Background: an optimization exercise with open tools, aiming at small area and a short achievable clock period. Do not read the settings as production practice. At most, simulation tests tie the RTL to the original design; equivalence was not proved.

## delta
==> flow/design.v (excerpt) <==
module plastic_neuron (
    input wire clk,
    input wire rst,
    input wire [15:0] input_signal,
    input wire [15:0] feedback_error,
    input wire enable_learning,
    output wire [31:0] output_signal
);
Size in the first run: about 850 cells after synthesis, ~77 flip-flops, about 67 I/O pins, ~8500 µm² of cells after synthesis.
Settings: LEC_CHECK=0, CAP_MARGIN=5, CORE_MARGIN=2, CORE_UTILIZATION=40, SETUP_SLACK_MARGIN=3.0, SLEW_MARGIN=5, SYNTH_HIERARCHICAL=1; clock period 7.0 ns.
standard.sh (not shown) runs the stock make flow with config.mk's settings and CLKGATE_MAP_FILE= SYNTH_SCRIPT=/design/flow/synth_recipe.tcl, a recipe that flattens the netlist after the stock synthesis.
==> flow/flow/run.sh <==
#!/bin/bash
# Layout flow: the standard flow (standard.sh) with the standard
# synthesis unchanged, and two changes to how the layout is made:
#  - the I/O port buffers are plain buf_2 cells (which repair_timing can
#    size) instead of the delay buffers buffer_ports picks on its own;
#  - clock tree synthesis builds from clkbuf_8 cells and adds no dummy loads.
# Each step logs to its own file in this folder.
set -euo pipefail
bash standard.sh synth > synth.log 2>&1
bash standard.sh BUFFER_PORTS_ARGS="-buffer_cell sky130_fd_sc_hd__buf_2" \
  CTS_ARGS="-sink_clustering_enable -repair_clock_nets -dont_use_dummy_load -buf_list sky130_fd_sc_hd__clkbuf_8" \
  finish > layout.log 2>&1
> inputs changed (delta -> fjord)
Settings: CORE_UTILIZATION: 40 -> 35.
- fjord went all the way through synthesis, placement and routing and the layout is clean on timing, DRC and antenna.
- delta: flow completed, timing, DRC and antenna clean
- fjord: core utilization 5.0 points below delta
- Compared with delta, in fjord final cycle utilization of the critical path shows an increase of 0.48 points, multi-input gate area in the final layout lost about 0.5%, detailed placer's ending HPWL climbed 170 µm, final area held, first-pass detailed-route iteration total went down.
- Sequential cell area share across delta and fjord: no real change.
- Going from delta to fjord, the clock period minus worst slack was found to have gone up by 0.033 ns.
- Of delta and fjord, delta shows the lower final cell count, with fjord above it.
Changes in amber relative to fjord:
Settings: SLEW_MARGIN changed from 5 to 20; CAP_MARGIN changed from 5 to 20; CORE_UTILIZATION changed from 35 to 40.
==> flow/flow/run.sh <==
#!/bin/bash
# Layout flow: the standard flow (standard.sh), with the standard
# synthesis unchanged, and the I/O port buffers made from the plain buffer
# family (buf_N) instead of the delay-buffer cells buffer_ports picks on its
# own, so that repair_timing can size them. Each step's output goes to its
# own log in this folder.
set -euo pipefail
bash standard.sh synth > synth.log 2>&1
bash standard.sh BUFFER_PORTS_ARGS="-buffer_cell sky130_fd_sc_hd__buf_2" finish > layout.log 2>&1
Results
amber vs. fjord: synthesized instance count now sits at about the same level; final critical path time including I/O delays and setup lost 0.031 ns; final instance area +about 1.6%.
Portion of the layout cell area used by clock cells (amber over fjord): increase, 2.2 points
[compare] base=fjord new=amber: via density per instance has increased; number of buffers inserted for hold repair after clock tree synthesis now sits at about the same level.
amber ended up with cut_q[47] as its capture point of the worst path; fjord ended up with cut_q[49].
diff inputs: amber => juniper
Settings: changing SLEW_MARGIN from 20 to 5; changing SETUP_SLACK_MARGIN from 3.0 to 2.9; changing CAP_MARGIN from 20 to 5.
==> flow/flow/run.sh <==
#!/bin/bash
# Layout flow: the standard flow (standard.sh) with the standard
# synthesis unchanged, and two changes to how the layout is made:
#  - the I/O port buffers are plain buf_2 cells (which repair_timing can
#    size) instead of the delay buffers buffer_ports picks on its own;
#  - clock tree synthesis builds from clkbuf_8 cells and adds no dummy loads.
# Each step logs to its own file in this folder.
set -euo pipefail
bash standard.sh synth > synth.log 2>&1
bash standard.sh BUFFER_PORTS_ARGS="-buffer_cell sky130_fd_sc_hd__buf_2" \
  CTS_ARGS="-sink_clustering_enable -repair_clock_nets -dont_use_dummy_load -buf_list sky130_fd_sc_hd__clkbuf_8" \
  finish > layout.log 2>&1
--- outcome ---
juniper ended up with register to register as its category of the critical setup timing path; amber ended up with input pin to register. sky130_fd_sc_hd__dfstp_4 as the slowest cell on the critical path was reported by juniper, and sky130_fd_sc_hd__fa_1 by amber. juniper vs amber — summed area of non-filler cells in the final layout dropped about 3%. juniper vs amber on layout buffer count excluding clock buffers: juniper is the lower one. Non-clock buffer share of cell area: juniper < amber.
No functional check of the RTL was part of any run of this note.

Another version of the RTL of plastic_neuron (not shown whole).
For scale: about 67 I/O pins, ~0.0085 mm² of cells after synthesis.
Settings: LEC_CHECK=0, CAP_MARGIN=20, CORE_MARGIN=2, CORE_UTILIZATION=40, SETUP_SLACK_MARGIN=3.0, SLEW_MARGIN=20, SYNTH_HIERARCHICAL=1; clock period 7.0 ns.
==> flow/flow/run.sh <==
#!/bin/bash
# Layout flow: the standard flow (standard.sh), with the standard
# synthesis unchanged, and the I/O port buffers made from the plain buffer
# family (buf_N) instead of the delay-buffer cells buffer_ports picks on its
# own, so that repair_timing can size them. Each step's output goes to its
# own log in this folder.
set -euo pipefail
bash standard.sh synth > synth.log 2>&1
bash standard.sh BUFFER_PORTS_ARGS="-buffer_cell sky130_fd_sc_hd__buf_2" finish > layout.log 2>&1
The baseline finished with timing, DRC and antenna clean.
Next try:
--- a/flow/flow/run.sh
+++ b/flow/flow/run.sh
@@ -7,3 +7,3 @@
 set -euo pipefail
 bash standard.sh synth > synth.log 2>&1
-bash standard.sh BUFFER_PORTS_ARGS="-buffer_cell sky130_fd_sc_hd__buf_2" finish > layout.log 2>&1
+bash standard.sh BUFFER_PORTS_ARGS="-buffer_cell sky130_fd_sc_hd__buf_4" finish > layout.log 2>&1
The changed run completed without violations. Sequential share of layout area came out lower by 0.43 points. Design area climbs by 2.1%. Worst setup slack gains 0.061 ns. Core utilization came out higher by 0.92 points. Register-to-register slack barely changes. Flip-flop and latch count is unchanged. Global-route usage went up by 0.55 points.

plastic_neuron, a different RTL version from the one above (not shown whole).
For scale: ~830 cells after synthesis, about 73 flip-flops, about 67 I/O pins, roughly 0.0084 mm² of cells after synthesis.
Settings: LEC_CHECK=0, CAP_MARGIN=20, CORE_MARGIN=2, CORE_UTILIZATION=40, CTS_BUF_LIST=sky130_fd_sc_hd__clkbuf_4 sky130_fd_sc_hd__clkbuf_8, SETUP_SLACK_MARGIN=3.0, SLEW_MARGIN=20, SYNTH_HIERARCHICAL=1; clock period 7.0 ns.
run.sh (not shown) runs the stock make flow with config.mk's settings and CLKGATE_MAP_FILE= SYNTH_SCRIPT=/design/flow/synth_recipe.tcl, a recipe that flattens the netlist after the stock synthesis.
Stock flow here: none of the scripts above is used.
The first run ran to the end with no violations.
Edit:
- CORE_UTILIZATION: 40 -> 65
- CTS_BUF_LIST: sky130_fd_sc_hd__clkbuf_4 sky130_fd_sc_hd__clkbuf_8 -> default
The new run completed without violations.
Synthesized cell count is unchanged.
Via count climbs by 8.9%.
No functional check of the RTL was part of any run of this note.

main:
plastic_neuron, a different RTL version from the one above (not shown whole).
Size: roughly 8600 µm² of cells after synthesis.
==> flow/config.mk <==
export PLATFORM = sky130hd
export DESIGN_NAME = plastic_neuron
export DESIGN_NICKNAME = plastic_neuron
export VERILOG_FILES = /design/flow/design.v
export SDC_FILE = /design/flow/constraint.sdc
export NUM_CORES = 4
export LEC_CHECK = 0
export CAP_MARGIN = 20
export CORE_MARGIN = 2
export CORE_UTILIZATION = 40
export SETUP_SLACK_MARGIN = 3.0
export SLEW_MARGIN = 20
==> flow/constraint.sdc <==
create_clock -name core_clock -period 7.0 [get_ports {clk}]
set_input_delay 1.4000 -clock core_clock [delete_from_list [all_inputs] [get_ports {clk}]]
set_output_delay 1.4000 -clock core_clock [all_outputs]
set_load 0.01 [all_outputs]
main finished every stage and its layout cleared the timing, design-rule and antenna checks.
For the feature branch, these inputs were changed with respect to main:
- SETUP_SLACK_MARGIN now 3.5, was 3.0
main vs the feature branch, cell type of the slowest stage on the worst timing path: sky130_fd_sc_hd__a221o_2 vs sky130_fd_sc_hd__fa_2. Measured against each other, main and the feature branch differ in cell count, the higher figure coming from the feature branch. main ended up with output_signal[31] as its worst setup path endpoint; the feature branch ended up with output_signal[30]. The feature branch ends up with a area growth from synthesis to final layout that is 11 points higher than in main. The feature branch vs. main: met3 track demand over resource went down by 0.42 points. On count of inverters other than clock inverters in the layout: the feature branch sits below main.
Function was not checked in any run of this note: the RTL went through the layout flow alone.

plastic_neuron with an RTL version that a note above also has.
Size in the first run: roughly 77 flip-flops, roughly 67 I/O pins, roughly 8500 um2 of cells after synthesis.
export LEC_CHECK = 0
export CAP_MARGIN = 20
export CORE_MARGIN = 2
export CORE_UTILIZATION = 40
export SETUP_SLACK_MARGIN = 3.0
export SLEW_MARGIN = 20
export SYNTH_HIERARCHICAL = 1
create_clock -name core_clock -period 7.0 [get_ports {clk}]
standard.sh (not shown) runs the stock make flow with config.mk's settings and CLKGATE_MAP_FILE= SYNTH_SCRIPT=/design/flow/synth_recipe.tcl, a recipe that flattens the netlist after the stock synthesis.
==> flow/flow/run.sh <==
#!/bin/bash
# Layout flow: the standard flow (standard.sh) with the standard
# synthesis unchanged, and two changes to how the layout is made:
#  - the I/O port buffers are plain buf_2 cells (which repair_timing can
#    size) instead of the delay buffers buffer_ports picks on its own;
#  - clock tree synthesis builds from clkbuf_8 cells and adds no dummy loads.
# Each step logs to its own file in this folder.
set -euo pipefail
bash standard.sh synth > synth.log 2>&1
bash standard.sh BUFFER_PORTS_ARGS="-buffer_cell sky130_fd_sc_hd__buf_2" \
  CTS_ARGS="-sink_clustering_enable -repair_clock_nets -dont_use_dummy_load -buf_list sky130_fd_sc_hd__clkbuf_8" \
  finish > layout.log 2>&1
==> next run, changes <==
==> flow/flow/run.sh (replaced) <==
#!/bin/bash
# Layout flow: the standard flow (standard.sh), with the standard
# synthesis unchanged, and the I/O port buffers made from the plain buffer
# family (buf_N) instead of the delay-buffer cells buffer_ports picks on its
# own, so that repair_timing can size them. Each step's output goes to its
# own log in this folder.
set -euo pipefail
bash standard.sh synth > synth.log 2>&1
bash standard.sh BUFFER_PORTS_ARGS="-buffer_cell sky130_fd_sc_hd__buf_2" finish > layout.log 2>&1
Settings changed: CTS_CLUSTER_DIAMETER set to 200, CTS_CLUSTER_SIZE set to 30.
The new run completed without violations.
Worst setup slack improves by 0.0061 ns.
Wire length went up by 0.70%.
Utilization goes up by 0.71 points.
Via count barely changes.
Synthesized cell count does not change.
==> next run, changes <==
Settings changed: CTS_CLUSTER_DIAMETER 200 to not set, CTS_CLUSTER_SIZE 30 to not set, GPL_TIMING_DRIVEN set to 1.
Final cell count is unchanged.
Die area does not change.
Design area stays the same.
Flip-flop and latch count does not change.
Setup slack is unchanged.
Worst hold slack does not change.
First-iteration DRC count does not change.
Area after synthesis stays the same.
Synthesized cell count stays the same.
==> next run, changes <==
Settings changed: GPL_TIMING_DRIVEN 1 to not set, PLACE_DENSITY set to 0.75.
Result: First-iteration DRC count rises by 17%; count of clock-buffer cells in the layout rises by 1; global-route usage falls by 0.67 points; worst hold slack hardly moves; fmax stays flat; sequential cell count does not change; setup slack hardly moves.
No run of this note included a check of the RTL's function; only the layout flow was run.

== maple ==
Starting RTL as in the previous note.
## plastic_neuron
module plastic_neuron (
    input wire clk,
    input wire rst,
    input wire [15:0] input_signal,
    input wire [15:0] feedback_error,
    input wire enable_learning,
    output wire [31:0] output_signal
);
clock: 7.0 ns
lec_check: 0
cap_margin: 5
core_margin: 2
core_utilization: 40
setup_slack_margin: 3.0
slew_margin: 5
synth_hierarchical: 1
tns_end_percent: 10
==> flow/flow/run.sh <==
#!/bin/bash
# Layout flow: the standard flow (standard.sh) with the standard
# synthesis unchanged, and two changes to how the layout is made:
#  - the I/O port buffers are plain buf_2 cells (which repair_timing can
#    size) instead of the delay buffers buffer_ports picks on its own;
#  - clock tree synthesis builds from clkbuf_8 cells and adds no dummy loads.
# Each step logs to its own file in this folder.
set -euo pipefail
bash standard.sh synth > synth.log 2>&1
bash standard.sh BUFFER_PORTS_ARGS="-buffer_cell sky130_fd_sc_hd__buf_2" \
  CTS_ARGS="-sink_clustering_enable -repair_clock_nets -dont_use_dummy_load -buf_list sky130_fd_sc_hd__clkbuf_8" \
  finish > layout.log 2>&1
Here is what was changed in the inputs of indigo compared with maple.
- TNS_END_PERCENT: 10 -> unset
==> flow/flow/run.sh <==
#!/bin/bash
# Layout flow: the standard flow (standard.sh), with the standard
# synthesis unchanged, and the I/O port buffers made from the plain buffer
# family (buf_N) instead of the delay-buffer cells buffer_ports picks on its
# own, so that repair_timing can size them. Each step's output goes to its
# own log in this folder.
set -euo pipefail
bash standard.sh synth > synth.log 2>&1
bash standard.sh BUFFER_PORTS_ARGS="-buffer_cell sky130_fd_sc_hd__buf_2" finish > layout.log 2>&1
==> comparison <==
maple → indigo: headroom to the max-slew limit rose by 0.46 points; number of placed cells counting well taps level; met3 wirelength from detailed routing picked up an extra about 2.7%. Diff maple -> indigo: post-route minimum period level, final critical-path setup slack level, multi-input combinational cell area level. Sort maple and indigo by final worst clock skew, descending, and maple comes first.
No functional check of the RTL was part of any run of this note.

Setup of the previous run:
plastic_neuron again, from the RTL that the note above started with.
==> flow/config.mk <==
export PLATFORM = sky130hd
export DESIGN_NAME = plastic_neuron
export DESIGN_NICKNAME = plastic_neuron
export VERILOG_FILES = /design/flow/design.v
export SDC_FILE = /design/flow/constraint.sdc
export NUM_CORES = 4
export LEC_CHECK = 0
export CAP_MARGIN = 20
export CORE_MARGIN = 2
export CORE_UTILIZATION = 40
export SETUP_SLACK_MARGIN = 3.4
export SLEW_MARGIN = 20
export SYNTH_HIERARCHICAL = 1
==> flow/constraint.sdc <==
create_clock -name core_clock -period 7.0 [get_ports {clk}]
set_input_delay 1.4000 -clock core_clock [delete_from_list [all_inputs] [get_ports {clk}]]
set_output_delay 1.4000 -clock core_clock [all_outputs]
set_load 0.01 [all_outputs]
==> flow/flow/run.sh <==
#!/bin/bash
# Layout flow: the standard flow (standard.sh), with the standard
# synthesis unchanged, and the I/O port buffers made from the plain buffer
# family (buf_N) instead of the delay-buffer cells buffer_ports picks on its
# own, so that repair_timing can size them. Each step's output goes to its
# own log in this folder.
set -euo pipefail
bash standard.sh synth > synth.log 2>&1
bash standard.sh BUFFER_PORTS_ARGS="-buffer_cell sky130_fd_sc_hd__buf_2" finish > layout.log 2>&1
The final layout from the previous run, which completed every stage, passed the timing, design-rule and antenna checks at the end of the flow.
### the previous run -> the current run
Settings: CAP_MARGIN: 20 -> 5; CORE_UTILIZATION: 40 -> 50; SETUP_SLACK_MARGIN: 3.4 -> 3.0; SLEW_MARGIN: 20 -> 5.
==> flow/flow/run.sh <==
#!/bin/bash
# Layout flow: the standard flow (standard.sh) with the standard
# synthesis unchanged, and two changes to how the layout is made:
#  - the I/O port buffers are plain buf_2 cells (which repair_timing can
#    size) instead of the delay buffers buffer_ports picks on its own;
#  - clock tree synthesis builds from clkbuf_8 cells and adds no dummy loads.
# Each step logs to its own file in this folder.
set -euo pipefail
bash standard.sh synth > synth.log 2>&1
bash standard.sh BUFFER_PORTS_ARGS="-buffer_cell sky130_fd_sc_hd__buf_2" \
  CTS_ARGS="-sink_clustering_enable -repair_clock_nets -dont_use_dummy_load -buf_list sky130_fd_sc_hd__clkbuf_8" \
  finish > layout.log 2>&1
Worst setup margin in the current run is 0.13 ns lower than in the previous run. On total number of multi-input combinational cells, the previous run and the current run are neck and neck. Endpoint required time on the critical path: the current run vs the previous run up 1.64 ns. Going from the previous run to the current run, worst hold slack dropped 0.018 ns, area taken by flip-flops and latches barely changed, clock period minus final worst setup slack climbed 0.13 ns. The current run against the previous run; first-iteration DRC count is up by more than 10%.
No run of this note included a check of the RTL's function; only the layout flow was run.

Setup of run 1:
plastic_neuron again, from the RTL that the note above started with.
==> flow/config.mk <==
export PLATFORM = sky130hd
export DESIGN_NAME = plastic_neuron
export DESIGN_NICKNAME = plastic_neuron
export VERILOG_FILES = /design/flow/design.v
export SDC_FILE = /design/flow/constraint.sdc
export NUM_CORES = 4
export LEC_CHECK = 0
export CAP_MARGIN = 5
export CORE_MARGIN = 2
export CORE_UTILIZATION = 40
export SETUP_SLACK_MARGIN = 3.1
export SLEW_MARGIN = 5
export SYNTH_HIERARCHICAL = 1
==> flow/constraint.sdc <==
create_clock -name core_clock -period 7.0 [get_ports {clk}]
set_input_delay 1.4000 -clock core_clock [delete_from_list [all_inputs] [get_ports {clk}]]
set_output_delay 1.4000 -clock core_clock [all_outputs]
set_load 0.01 [all_outputs]
==> flow/flow/run.sh <==
#!/bin/bash
# Layout flow: the standard flow (standard.sh), with the standard
# synthesis unchanged, and the I/O port buffers made from the plain buffer
# family (buf_N) instead of the delay-buffer cells buffer_ports picks on its
# own, so that repair_timing can size them. Each step's output goes to its
# own log in this folder.
set -euo pipefail
bash standard.sh synth > synth.log 2>&1
bash standard.sh BUFFER_PORTS_ARGS="-buffer_cell sky130_fd_sc_hd__buf_2" finish > layout.log 2>&1
No stage failed in run 1, and the final checks on the layout all came back clean.
Setup changes, run 1 to run 2
# run 1
export LEC_CHECK = 0
export CAP_MARGIN = 5
export CORE_MARGIN = 2
export CORE_UTILIZATION = 40
export SETUP_SLACK_MARGIN = 3.1
export SLEW_MARGIN = 5
export SYNTH_HIERARCHICAL = 1
create_clock -name core_clock -period 7.0 [get_ports {clk}]
# run 2
export LEC_CHECK = 0
export CAP_MARGIN = 5
export CORE_MARGIN = 2
export CORE_UTILIZATION = 40
export SETUP_SLACK_MARGIN = 3.0
export SLEW_MARGIN = 5
export SYNTH_HIERARCHICAL = 1
export TNS_END_PERCENT = 50
create_clock -name core_clock -period 7.0 [get_ports {clk}]
==> flow/flow/run.sh <==
#!/bin/bash
# Layout flow: the standard flow (standard.sh) with the standard
# synthesis unchanged, and two changes to how the layout is made:
#  - the I/O port buffers are plain buf_2 cells (which repair_timing can
#    size) instead of the delay buffers buffer_ports picks on its own;
#  - clock tree synthesis builds from clkbuf_8 cells and adds no dummy loads.
# Each step logs to its own file in this folder.
set -euo pipefail
bash standard.sh synth > synth.log 2>&1
bash standard.sh BUFFER_PORTS_ARGS="-buffer_cell sky130_fd_sc_hd__buf_2" \
  CTS_ARGS="-sink_clustering_enable -repair_clock_nets -dont_use_dummy_load -buf_list sky130_fd_sc_hd__clkbuf_8" \
  finish > layout.log 2>&1
As of run 2, post-detailed-routing wire length had fallen by a few percent compared to run 1. Run 2 — global routing met3 resource utilization 0.37 points lower, run 1 as reference. For maximum number of buffers from clock root to sink, run 2 and run 1 come out practically identical. As of run 2, length of routed met3 wiring had fallen by more than 10% compared to run 1. Run 2 and run 1 ended up with roughly the same number of cells on the critical path.
The inputs of run 3 differ from those of run 2 as listed below.
# run 2
export LEC_CHECK = 0
export CAP_MARGIN = 5
export CORE_MARGIN = 2
export CORE_UTILIZATION = 40
export SETUP_SLACK_MARGIN = 3.0
export SLEW_MARGIN = 5
export SYNTH_HIERARCHICAL = 1
export TNS_END_PERCENT = 50
create_clock -name core_clock -period 7.0 [get_ports {clk}]
# run 3
export LEC_CHECK = 0
export CAP_MARGIN = 20
export CORE_MARGIN = 2
export CORE_UTILIZATION = 40
export SETUP_SLACK_MARGIN = 3.0
export SLEW_MARGIN = 20
export SYNTH_HIERARCHICAL = 1
create_clock -name core_clock -period 7.0 [get_ports {clk}]
==> flow/flow/run.sh <==
#!/bin/bash
# Layout flow: the standard flow (standard.sh) with the standard
# synthesis unchanged; the I/O port buffers are plain buf_2 cells (sizeable
# by repair_timing) instead of the delay buffers buffer_ports picks, and an
# area-recovery pass runs after global routing. Each step logs to its own
# file in this folder.
set -euo pipefail
bash standard.sh synth > synth.log 2>&1
bash standard.sh BUFFER_PORTS_ARGS="-buffer_cell sky130_fd_sc_hd__buf_2" \
  POST_GLOBAL_ROUTE_TCL="$PWD/flow/post_grt.tcl" finish > layout.log 2>&1
==> flow/flow/post_grt.tcl (new file) <==
# Area recovery after global routing, keeping the setup margin the flow
# repaired to.
report_tns
report_wns
repair_timing -recover_power 100 -setup_margin 3.0 -verbose
report_tns
report_wns
[summary]
Although it ran to completion, run 3 produced a layout that fails the final checks because of capacitance limit, slew limit.
Total of plain and repair buffers excluding clock buffers down 4 in run 3 wrt run 2
Run 3 — clock period minus worst slack 1.18 ns higher, run 2 as reference
When run 3 is measured against run 2, its worst slew margin relative to its limit turns out 62 points lower.
Comparing run 3 with run 2, the met1 track utilization from global routing came out essentially unchanged.
No run of this note included a check of the RTL's function; only the layout flow was run.

what the ideal ports hide:
No port has a modelled driver above. Below, the same layouts with a new extraction and two added sets of constraints.
Step 1: set_driving_cell puts a clkbuf_16 on clk and a buf_2 on each other input, an assumption about the parent block.
Step 2, shift: input delay + t, output delay - t, t = (earliest + latest rising clock arrival at the registers) / 2. This alone moves slack from input paths to output paths.
Slacks: ideal / step 1 / step 2; pairs: ideal / step 1.
run	t (ns)	setup slack, ns	clock arrival spread, ns	pins driven straight from the clock port
delta	0.402	3.144 / 3.106 / 2.803	0.024 / 0.024	1
fjord	0.398	3.110 / 3.110 / 2.735	0.026 / 0.027	1
amber	0.389	3.142 / 3.108 / 2.765	0.009 / 0.009	1
juniper	0.402	3.049 / 3.012 / 2.766	0.033 / 0.033	1
the first run of note 2	0.389	3.122 / 3.079 / 2.777	0.006 / 0.007	1
the second run of note 2	0.394	3.183 / 3.149 / 2.918	0.009 / 0.009	1
the first run of note 3	0.400	2.865 / 2.829 / 2.698	0.016 / 0.016	1
the second run of note 3	0.381	2.794 / 2.752 / 2.688	0.011 / 0.011	1
main	0.389	2.695 / 2.648 / 2.720	0.013 / 0.014	1
the feature branch	0.387	2.579 / 2.538 / 2.925	0.014 / 0.015	1
the first run of note 5	0.400	3.136 / 3.097 / 2.748	0.021 / 0.021	1
the second run of note 5	0.389	3.142 / 3.108 / 2.765	0.009 / 0.009	1
the third run of note 5	0.389	3.142 / 3.108 / 2.765	0.009 / 0.009	1
the fourth run of note 5	0.390	3.140 / 3.102 / 2.772	0.009 / 0.009	1
maple	0.399	3.148 / 3.110 / 2.769	0.032 / 0.032	1
indigo	0.397	3.145 / 3.099 / 2.800	0.014 / 0.013	1
the previous run	0.394	3.198 / 3.155 / 3.027	0.011 / 0.011	1
the current run	0.412	3.073 / 3.069 / 2.671	0.034 / 0.033	1
run 1	0.385	3.170 / 3.129 / 2.828	0.005 / 0.005	1
run 2	0.401	3.144 / 3.106 / 2.805	0.024 / 0.024	1
run 3	0.389	1.965 / 1.966 / 1.966	0.009 / 0.008	1
The setup slack of the current run, which loses most, moves by -0.004 ns with the drivers and by -0.402 ns with both steps.
